From an optimization exercise on the open Yosys and OpenROAD flow, aimed at small area, a short achievable clock period and few clock cycles; shortcuts taken in it are not production practice.
The RTL was checked by simulation tests, not by an equivalence proof against the original design.
Power figures rest on the tool's default switching activity, not on a simulated workload.

==> flow/design.v <==
`timescale 1ns / 1ps
module reg_file(
    input               clk,
    input       [4:0]   ra1,
    input       [4:0]   ra2,
    output wire [31:0]  rd1,
    output wire [31:0]  rd2,
    input               we,      
    input       [4:0]   wa,
    input       [31:0]  wd
);
    reg [31:0] gpr [1:31];
    always @(posedge clk) begin
        if (we) gpr[wa] <= wd;
    end
    assign rd1 = (ra1 == 5'd0) ? 32'd0 : gpr[ra1];
    assign rd2 = (ra2 == 5'd0) ? 32'd0 : gpr[ra2];
endmodule
`timescale 1ns / 1ps
module speedflow_core(
    input               clk,
    input               rst,
    output wire [31:0]  imem_addr,
    input       [31:0]  imem_rdata,
    output wire [31:0]  dmem_addr,
    output wire [3:0]   dmem_wstrb,
    output wire [31:0]  dmem_wdata,
    input       [31:0]  dmem_rdata
);
    reg  [29:0] pc_f;            
    reg         d_valid;
    reg  [31:0] d_ir;
    reg  [29:0] d_pc;
    reg         d_hit0, d_hit1;  
    reg  [31:0] e_a, e_b, e_s;   
    reg  [29:0] e_alt;           
    reg         e_we, e_load, e_store, e_br, e_jalr, e_ecall, e_mret, e_csr;
    reg         e_pt;            
    reg  [4:0]  e_rd;
    reg  [2:0]  e_f3;
    reg         e_sub, e_sra;
    reg         e_r_add, e_r_sll, e_r_slt, e_r_sltu, e_r_xor, e_r_sr, e_r_or, e_r_and, e_r_link, e_r_csr;
    reg         e_fa_m, e_fa_w, e_fb_m, e_fb_w, e_fs_m, e_fs_w;
    reg  [3:0]  e_csel;          
    reg  [31:0] m_res;
    reg         m_we, m_load;
    reg  [4:0]  m_rd;
    reg  [2:0]  m_f3;
    reg  [3:0]  m_wstrb;
    reg  [31:0] m_wdata;
    reg  [31:0] w_val;
    reg         w_we;
    reg  [4:0]  w_rd;
    reg  [31:0] mstatus, mtvec, mepc, mcause;
    reg         b_v0, b_v1, b_rr;
    reg  [7:0]  b_tag0, b_tag1;
    reg  [11:0] b_tgt0, b_tgt1;
    assign imem_addr = {pc_f, 2'b00};
    wire hit0 = b_v0 && (b_tag0 == pc_f[7:0]);
    wire hit1 = b_v1 && (b_tag1 == pc_f[7:0]) && !hit0;
    wire [29:0] pc_f1 = pc_f + 30'd1;
    wire [29:0] pc_pred = hit0 ? {pc_f[29:12], b_tgt0} :
                          hit1 ? {pc_f[29:12], b_tgt1} : pc_f1;
    wire [6:0] opc = d_ir[6:0];
    wire [2:0] f3  = d_ir[14:12];
    wire [4:0] rs1 = d_ir[19:15];
    wire [4:0] rs2 = d_ir[24:20];
    wire [4:0] rd  = d_ir[11:7];
    wire is_lui   = opc == 7'b0110111;
    wire is_auipc = opc == 7'b0010111;
    wire is_jal   = opc == 7'b1101111;
    wire is_jalr  = opc == 7'b1100111;
    wire is_br    = opc == 7'b1100011;
    wire is_load  = opc == 7'b0000011;
    wire is_store = opc == 7'b0100011;
    wire is_opimm = opc == 7'b0010011;
    wire is_op    = opc == 7'b0110011;
    wire is_sys   = opc == 7'b1110011;
    wire is_csr   = is_sys && (f3 != 3'b000);
    wire is_ecall = is_sys && (d_ir[31:7] == 25'd0);
    wire is_mret  = is_sys && (d_ir[31:7] == 25'b0011000_00010_00000_000_00000);
    wire is_alu   = is_op || is_opimm;
    wire use1 = is_jalr || is_br || is_load || is_store || is_alu || (is_csr && !f3[2]);
    wire use2 = is_br || is_store || is_op;
    wire wr   = (is_lui || is_auipc || is_jal || is_jalr || is_load || is_alu || is_csr) && (rd != 5'd0);
    wire [31:0] imm_i = {{20{d_ir[31]}}, d_ir[31:20]};
    wire [31:0] imm_s = {{20{d_ir[31]}}, d_ir[31:25], d_ir[11:7]};
    wire [31:0] imm_u = {d_ir[31:12], 12'b0};
    wire [29:0] off_b = {{20{d_ir[31]}}, d_ir[7], d_ir[30:25], d_ir[11:9]};    
    wire [29:0] off_j = {{12{d_ir[31]}}, d_ir[19:12], d_ir[20], d_ir[30:22]};  
    wire [29:0] off   = is_jal ? off_j : off_b;
    wire [29:0] d_tgt = d_pc + off;
    wire [29:0] d_pc1 = d_pc + 30'd1;
    wire        d_taken = is_jal || (is_br && d_ir[31]);
    wire [29:0] cx = d_pc ^ off ^ pc_f;
    wire [29:0] ck = (d_pc & off) | ((d_pc ^ off) & ~pc_f);
    wire        tgt_ok = (cx == {ck[28:0], 1'b0});
    wire        d_pred = d_hit0 || d_hit1;
    wire        mismatch = d_valid && (d_taken ? !tgt_ok : d_pred);
    wire [29:0] d_next = d_taken ? d_tgt : d_pc1;
    wire [31:0] rf1, rf2;
    reg_file u_reg_file(
        .clk (clk),
        .ra1 (rs1),
        .ra2 (rs2),
        .rd1 (rf1),
        .rd2 (rf2),
        .we  (w_we),
        .wa  (w_rd),
        .wd  (w_val)
    );
    wire [31:0] r1 = (w_we && w_rd == rs1) ? w_val : rf1;
    wire [31:0] r2 = (w_we && w_rd == rs2) ? w_val : rf2;
    wire m1 = e_we && (e_rd == rs1);    
    wire m2 = e_we && (e_rd == rs2);
    wire w1 = m_we && (m_rd == rs1);
    wire w2 = m_we && (m_rd == rs2);
    wire stall = d_valid && e_load && ((use1 && m1) || (use2 && m2));
    wire [31:0] a = e_fa_m ? m_res : e_fa_w ? w_val : e_a;
    wire [31:0] b = e_fb_m ? m_res : e_fb_w ? w_val : e_b;
    wire [31:0] s = e_fs_m ? m_res : e_fs_w ? w_val : e_s;
    wire [31:0] bx  = b ^ {32{e_sub}};
    wire [32:0] sum = {1'b0, a} + {1'b0, bx} + {32'd0, e_sub};
    wire        ltu = !sum[32];
    wire        lt  = (a[31] ^ b[31]) ? a[31] : sum[31];
    wire        eq  = (a == b);
    wire [31:0] sll_r = a << b[4:0];
    wire [31:0] sr_r  = (a >> b[4:0]) | ({32{e_sra & a[31]}} & ~(32'hffffffff >> b[4:0]));
    wire [31:0] csr_old = ({32{e_csel[0]}} & mstatus) | ({32{e_csel[1]}} & mtvec) |
                          ({32{e_csel[2]}} & mepc)    | ({32{e_csel[3]}} & mcause);
    wire [31:0] res = ({32{e_r_add}}  & sum[31:0]) |
                      ({32{e_r_sll}}  & sll_r) |
                      ({32{e_r_slt}}  & {31'd0, lt}) |
                      ({32{e_r_sltu}} & {31'd0, ltu}) |
                      ({32{e_r_xor}}  & (a ^ b)) |
                      ({32{e_r_sr}}   & sr_r) |
                      ({32{e_r_or}}   & (a | b)) |
                      ({32{e_r_and}}  & (a & b)) |
                      ({32{e_r_link}} & e_s) |
                      ({32{e_r_csr}}  & csr_old);
    reg cond;
    always @(*) begin
        case (e_f3)
            3'b000:  cond = eq;
            3'b001:  cond = !eq;
            3'b100:  cond = lt;
            3'b101:  cond = !lt;
            3'b110:  cond = ltu;
            3'b111:  cond = !ltu;
            default: cond = 1'b0;
        endcase
    end
    wire br_miss  = e_br && (cond != e_pt);
    wire ex_redir = br_miss || e_jalr || e_ecall || e_mret;
    wire [29:0] ex_tgt = e_jalr  ? sum[31:2] :
                         e_ecall ? mtvec[31:2] :
                         e_mret  ? mepc[31:2] : e_alt;
    wire [31:0] csr_new = (e_f3[1:0] == 2'b01) ? a :
                          (e_f3[1:0] == 2'b10) ? (csr_old | a) : (csr_old & ~a);
    reg [3:0] strb;
    always @(*) begin
        case (e_f3[1:0])
            2'b00:   strb = 4'b0001 << sum[1:0];
            2'b01:   strb = sum[1] ? 4'b1100 : 4'b0011;
            default: strb = 4'b1111;
        endcase
    end
    wire [31:0] wdata = (e_f3[1:0] == 2'b00) ? {4{s[7:0]}} :
                        (e_f3[1:0] == 2'b01) ? {2{s[15:0]}} : s;
    assign dmem_addr  = m_res;
    assign dmem_wstrb = m_wstrb;
    assign dmem_wdata = m_wdata;
    wire [31:0] rword = dmem_rdata >> {m_res[1:0], 3'b000};
    reg  [31:0] ldata;
    always @(*) begin
        case (m_f3)
            3'b000:  ldata = {{24{rword[7]}}, rword[7:0]};
            3'b001:  ldata = {{16{rword[15]}}, rword[15:0]};
            3'b100:  ldata = {24'd0, rword[7:0]};
            3'b101:  ldata = {16'd0, rword[15:0]};
            default: ldata = rword;
        endcase
    end
    wire d_adv = !ex_redir && !stall;    
    wire id_redir = mismatch && d_adv;
    always @(posedge clk) begin
        if (rst) begin
            pc_f    <= 32'h80000000 >> 2;
            d_valid <= 1'b0;
        end else if (ex_redir) begin
            pc_f    <= ex_tgt;
            d_valid <= 1'b0;
        end else if (!stall) begin
            if (id_redir) begin
                pc_f    <= d_next;
                d_valid <= 1'b0;
            end else begin
                pc_f    <= pc_pred;
                d_valid <= 1'b1;
            end
        end
    end
    always @(posedge clk) begin
        if (!stall) begin
            d_ir   <= imem_rdata;
            d_pc   <= pc_f;
            d_hit0 <= hit0;
            d_hit1 <= hit1;
        end
    end
    always @(posedge clk) begin
        if (rst) begin
            b_v0 <= 1'b0;
            b_v1 <= 1'b0;
            b_rr <= 1'b0;
        end else if (id_redir) begin
            if (d_taken) begin
                if (d_hit0 || (!d_hit1 && !b_rr)) begin
                    b_v0   <= 1'b1;
                    b_tag0 <= d_pc[7:0];
                    b_tgt0 <= d_tgt[11:0];
                end else begin
                    b_v1   <= 1'b1;
                    b_tag1 <= d_pc[7:0];
                    b_tgt1 <= d_tgt[11:0];
                end
                if (!d_pred) b_rr <= !b_rr;
            end else begin
                if (d_hit0) b_v0 <= 1'b0;
                if (d_hit1) b_v1 <= 1'b0;
            end
        end
    end
    wire go = d_valid && d_adv;
    always @(posedge clk) begin
        if (rst) begin
            e_we <= 1'b0; e_load <= 1'b0; e_store <= 1'b0; e_br <= 1'b0;
            e_jalr <= 1'b0; e_ecall <= 1'b0; e_mret <= 1'b0; e_csr <= 1'b0;
        end else begin
            e_we    <= go && wr;
            e_load  <= go && is_load;
            e_store <= go && is_store;
            e_br    <= go && is_br;
            e_jalr  <= go && is_jalr;
            e_ecall <= go && is_ecall;
            e_mret  <= go && is_mret;
            e_csr   <= go && is_csr;
        end
    end
    always @(posedge clk) begin
        e_a <= is_lui ? 32'd0 :
               (is_auipc || is_ecall) ? {d_pc, 2'b00} :
               (is_csr && f3[2]) ? {27'd0, rs1} : r1;
        e_b <= (is_op || is_br) ? r2 :
               is_store ? imm_s :
               (is_lui || is_auipc) ? imm_u : imm_i;
        e_s <= (is_jal || is_jalr) ? {d_pc1, 2'b00} : r2;
        e_alt <= d_taken ? d_pc1 : d_tgt;
        e_pt  <= d_taken;
        e_rd  <= rd;
        e_f3  <= f3;
        e_sub <= is_br || (is_alu && (f3 == 3'b010 || f3 == 3'b011)) || (is_op && f3 == 3'b000 && d_ir[30]);
        e_sra <= d_ir[30];
        e_r_add  <= is_lui || is_auipc || is_load || is_store || (is_alu && f3 == 3'b000);
        e_r_sll  <= is_alu && f3 == 3'b001;
        e_r_slt  <= is_alu && f3 == 3'b010;
        e_r_sltu <= is_alu && f3 == 3'b011;
        e_r_xor  <= is_alu && f3 == 3'b100;
        e_r_sr   <= is_alu && f3 == 3'b101;
        e_r_or   <= is_alu && f3 == 3'b110;
        e_r_and  <= is_alu && f3 == 3'b111;
        e_r_link <= is_jal || is_jalr;
        e_r_csr  <= is_csr;
        e_csel   <= {d_ir[31:20] == 12'h342, d_ir[31:20] == 12'h341,
                     d_ir[31:20] == 12'h305, d_ir[31:20] == 12'h300};
        e_fa_m <= use1 && !(is_csr && f3[2]) && m1;
        e_fa_w <= use1 && !(is_csr && f3[2]) && !m1 && w1;
        e_fb_m <= (is_op || is_br) && m2;
        e_fb_w <= (is_op || is_br) && !m2 && w2;
        e_fs_m <= is_store && m2;
        e_fs_w <= is_store && !m2 && w2;
    end
    always @(posedge clk) begin
        if (rst) begin
            mstatus <= 32'd0;
            mtvec   <= 32'd0;
            mepc    <= 32'd0;
            mcause  <= 32'd0;
        end else if (e_ecall) begin
            mepc    <= {e_a[31:2], 2'b00};
            mcause  <= 32'd11;
        end else if (e_csr) begin
            if (e_csel[0]) mstatus <= csr_new;
            if (e_csel[1]) mtvec   <= csr_new;
            if (e_csel[2]) mepc    <= csr_new;
            if (e_csel[3]) mcause  <= csr_new;
        end
    end
    always @(posedge clk) begin
        if (rst) begin
            m_we    <= 1'b0;
            m_load  <= 1'b0;
            m_wstrb <= 4'b0000;
        end else begin
            m_we    <= e_we;
            m_load  <= e_load;
            m_wstrb <= e_store ? strb : 4'b0000;
        end
    end
    always @(posedge clk) begin
        m_res   <= res;
        m_rd    <= e_rd;
        m_f3    <= e_f3;
        m_wdata <= wdata;
    end
    always @(posedge clk) begin
        if (rst) w_we <= 1'b0;
        else     w_we <= m_we;
        w_rd  <= m_rd;
        w_val <= m_load ? ldata : m_res;
    end
endmodule
==> flow/run.sh <==
#!/bin/bash
# synth_recipe.tcl (not shown) runs the flow's synth.tcl, then flattens the netlist and writes it again
# the make line also repeats each setting of config.mk as NAME=value (left out here)
make -C /OpenROAD-flow-scripts/flow DESIGN_CONFIG=/design/flow/config.mk WORK_HOME=/design/flow/orfs CLKGATE_MAP_FILE= SYNTH_SCRIPT=/design/flow/synth_recipe.tcl finish
==> flow/config.mk <==
export PLATFORM = sky130hd
export DESIGN_NAME = speedflow_core
export DESIGN_NICKNAME = speedflow_core
export VERILOG_FILES = /design/flow/design.v
export SDC_FILE = /design/flow/constraint.sdc
export NUM_CORES = 4
export LEC_CHECK = 0
export ABC_CLOCK_PERIOD_IN_PS = 3500
export CAP_MARGIN = 20
export CORE_MARGIN = 2
export CORE_UTILIZATION = 40
export PLACE_DENSITY = 0.6
export SETUP_SLACK_MARGIN = 5
export SLEW_MARGIN = 20
==> flow/constraint.sdc <==
create_clock -name core_clock -period 11.0 [get_ports {clk}]
set_input_delay 2.2000 -clock core_clock [delete_from_list [all_inputs] [get_ports {clk}]]
set_output_delay 2.2000 -clock core_clock [all_outputs]
set_load 0.01 [all_outputs]
==> flow_summary.yaml <==
synthesis:
  yosys_warnings: 2
  synth-seq-cells: 1549
  yosys.area.top_type_share_pct: 40.3
  seq_area_frac_synth_pct: 51.4
  synth_flop_cell: "edfxtp_1"
  synth_area_um2: 81700
  synthArstFlopShare_pct: 0
  synthTopCellsByArea: "edfxtp_1 40%, mux4_2 15%, dfxtp_1 11%"
  synth_cell_types: 89
  synth_area_leader_cell: "edfxtp_1"
  synth_cells: 6684
  synthTopCellsByCount: "1096 x edfxtp_1, 652 x nand2_1, 627 x nor2_1, 581 x a21oi_1, 555 x mux4_2"
  synth_edf_count: 1096
  avgSynthCellArea_um2: 12.2
  yosysMostFrequentCell: "edfxtp_1"
critical_path:
  crit_fanout: 65
  arrival_ps: 6380
  path_cells: "buf_8 -> mux2_4 -> buf_6 -> a21o_1 -> fa_1 -> a21oi_1 -> o211ai_1 -> nand4_1 -> a21oi_1 -> o21a_1 -> o31ai_1 -> mux2i_1 -> o311ai_4 -> and3b_4 -> nand2_1 -> nor4_4 -> buf_4"
  ff2ff_setup_slack_ps: 5150
  critPathRequiredTime_ps: 11530
  cpMaxStageDelayCell: "o311ai_4"
  criticalPathCategory: "register to register"
  crit_path_end_kind: "register"
  r2r-end: "b_tag0[6]$_DFFE_PP_"
  r2r_cells: 17
  worstReg2RegStart: "e_fb_m$_DFF_P_"
  slowest_delay_ps: 480
  cp_common_cell: "a21oi_1"
  crit_start: "e_fb_m$_DFF_P_"
  crit_path_start_kind: "register"
timing:
  fin_crit_ps: 5850
  setup-violations-final: 0
  min_period_over_period_pct: 53.2
  rsz0062_at_grt: "no"
  drv_slew: 0
  setup_tns_ps: 0
  worstMarginPinSlew_ps: 1330
  slew_headroom_pct: 10.7
  finalClockSkew_ps: 58.7
  timing.fmax_mhz: 171
  hold_violations: 0
global_routing:
  track_usage_pct: 31.3
  grt_first_pass_wirelength_mm: 462
  antenna_found_initial: 23
  gr-total-overflow: 0
  grt_pass1_vias: 59091
  grt_max_degree: 123
clock_tree:
  cts_buffer_depth: 3
  htree_num_levels: 4
  cts_tree: "yes"
  clk_pin_slew_ps: 60
  clock-sinks: 1549
  clockRootBuffer: "clkbuf_16"
  clock_latency_ps: 870
  cts_inserted_buffers: 173
power_and_ir_drop:
  power.static_leakage_nw: 31.6
  peakVddDrop_mv: 0.184
  powerDensity_nw_per_um2: 156
  p_total_mw: 14.4
detailed_routing:
  vias: 61075
  drtIter0Drc: 8279
  antenna_left: 0
  drt_wl_total_mm: 333
  wl_per_cell_um: 34.9
  via_per_inst: 6.40
  drc: 0
  first_pass_iters: 8
hold_path:
  hp-class: "register to register"
  hold_path_end: "w_rd[0]$_DFF_P_"
  whs_path_depth: 0
  hp-start: "m_rd[0]$_DFF_P_"
cells_and_area:
  syn_to_final_growth_pct: 13.4
  drive_above_1_share_pct: 17.6
  post-route-util_pct: 45.7
  stdcell_count: 9537
  layout.nets: 6931
floorplan:
  die_width_um: 456
  row_count: 165
  ios: 166
  die_h_um: 456
  die_area_um2: 208000
  core_area_um2: 203000
  start_util_pct: 40.3
placement:
  gp_congestion: 1.00
  dp_hpwl_mm: 223
  place.port_buffers: 163
  dpl.cell_count: 9201
job:
  maxCapViolations: 0
run_status:
  status: "finished clean"
[timing repair]
action	CTS	global route
hold buffers	0	0
pin swaps	1	0
buffers inserted	2	0
gates resized for setup	14	23
gates cloned	1	0
endpoints found under the hold margin	0	0
endpoints found under the setup margin	82	70
[registers in the layout (all words and copies together), names as in the netlist, 32 cells and up, named ones only]
signal,count
u_reg_file.gpr,992
m_res,32
m_wdata,32
mcause,32
e_a,32
mstatus,32
w_val,32
e_b,32
e_s,32
mepc,32
d_ir,32
mtvec,32
[cell usage in the layout (no fill, tap or decap), types with 34 or more instances in the layout]
cell / synthesis / layout
edfxtp_1: 1096 / 1096
nand2_1: 652 / 647
nor2_1: 627 / 593
a21oi_1: 581 / 580
mux4_2: 555 / 555
dfxtp_1: 453 / 414
mux2i_1: 347 / 345
o21ai_0: 304 / 300
buf_4: 5 / 181
clkbuf_16: 0 / 175
xnor2_1: 167 / 165
clkdlybuf4s50_1: 0 / 162
a211oi_1: 135 / 135
inv_1: 136 / 133
ha_1: 127 / 127
a22oi_1: 100 / 100
nand3_1: 91 / 91
xor2_1: 63 / 63
nor3_1: 53 / 51
o211ai_1: 49 / 49
a221oi_1: 47 / 45
clkbuf_1: 377 / 45
a221o_1: 39 / 39
clkinv_1: 7 / 37
mux2_2: 35 / 35
nand4_1: 35 / 35
nor2_4: 0 / 34
[cells by family after synthesis]
kind of cell / share of synthesized area [%]
AO/OA/AOI/OAI: 11.8
XOR/XNOR: 2.47
adder cells (fa/ha/maj): 2.71
buffers and inverters: 3.11
flip-flops: 51.4
multiplexers: 20.1
other: 0.00459
AND/OR/NAND/NOR: 8.47
[metrics by stage]
step	instance area [um^2]	hold WS [ps]	worst slack, ps
final	92600	396	5150
after global routing	92600	393	5000
after CTS	92500	388	5030
after detailed placement	86600	389	4010
after global placement	86600	391	4070
after floorplan	81700	329	4600
[final cells by class]
type / instances / area, um^2
diodes: 15 / 37.5
clock buffers: 229 / 4670
clock inverters: 89 / 1120
fillers: 17974 / 110000
inverters: 146 / 549
multi-input cells: 4478 / 37600
flip-flops and latches: 1549 / 42100
well taps: 2672 / 3340
repair buffers: 359 / 3240
[metal layers]
| metal | track usage (%) | vias to the layer above | part of all wire (%) |
|---|---|---|---|
| met5 | 0 | - | 0.026 |
| met4 | 20.9 | 12 | 7.9 |
| met3 | 6.06 | 863 | 8.8 |
| met2 | 49.6 | 3541 | 46 |
| met1 | 39.1 | 31022 | 37 |
| li1 | - | 25637 | - |
[critical path, delay by kind of cell (launching register included)]
family / cells / cell delay (ps)
compound gates: 7 / 2130
fa+ha+maj: 1 / 460
buf+inv: 3 / 980
flops: 1 / 340
mux: 2 / 600
simple gates: 4 / 910
[where the power goes]
part / total (mW) / internal [mW] / switching, mW / leakage [nW]
logic: 1.97 / 0.679 / 1.29 / 14.8
clock network: 5.96 / 3.40 / 2.56 / 2.79
registers: 6.49 / 6.31 / 0.180 / 14.0
[worst max path at each step]
stage               slack, ps              endpoint  cells after the start
floorplan                4600   b_tag0[0]$_DFFE_PP_                     21
global placement         4070     e_load$_SDFF_PP0_                     17
detailed placement       4010       e_we$_SDFF_PP0_                     17
CTS                      5030  b_tgt1[11]$_DFFE_PP_                     18
global route             5000  pc_f[8]$_SDFFE_PP0P_                     20
finish                   5150   b_tag0[6]$_DFFE_PP_                     17
Testbench counts, summed over its fixed seeds: cycles 113,962.

==> what the ideal ports hide <==
In the flow no input, the clock included, has a driving cell. The finished layout below was timed again as built, in two steps.
Step 1 assumes that a clkbuf_16 drives the clock port and a buf_2 every other input.
Step 2 moves the port delays by t, midway between the first and last clock arrival at a register: inputs arrive t later, outputs are due t later. That takes back most of the time a late clock gives input paths.
Slacks: ideal / step 1 / step 2; pairs: ideal / step 1.
t, ns: 0.927
setup slack, ns: 5.151 / 5.151 / 5.151
worst hold slack (ns): 0.396 / 0.396 / 0.396
slew at the worst register clock pin (ns): 0.07 / 0.07
worst data-port slew with drivers (ns): 0.06
After both steps setup and hold are still met in this run. For this run, drivers alone change the setup slack by 0.000 ns; drivers and shift together by 0.000 ns.
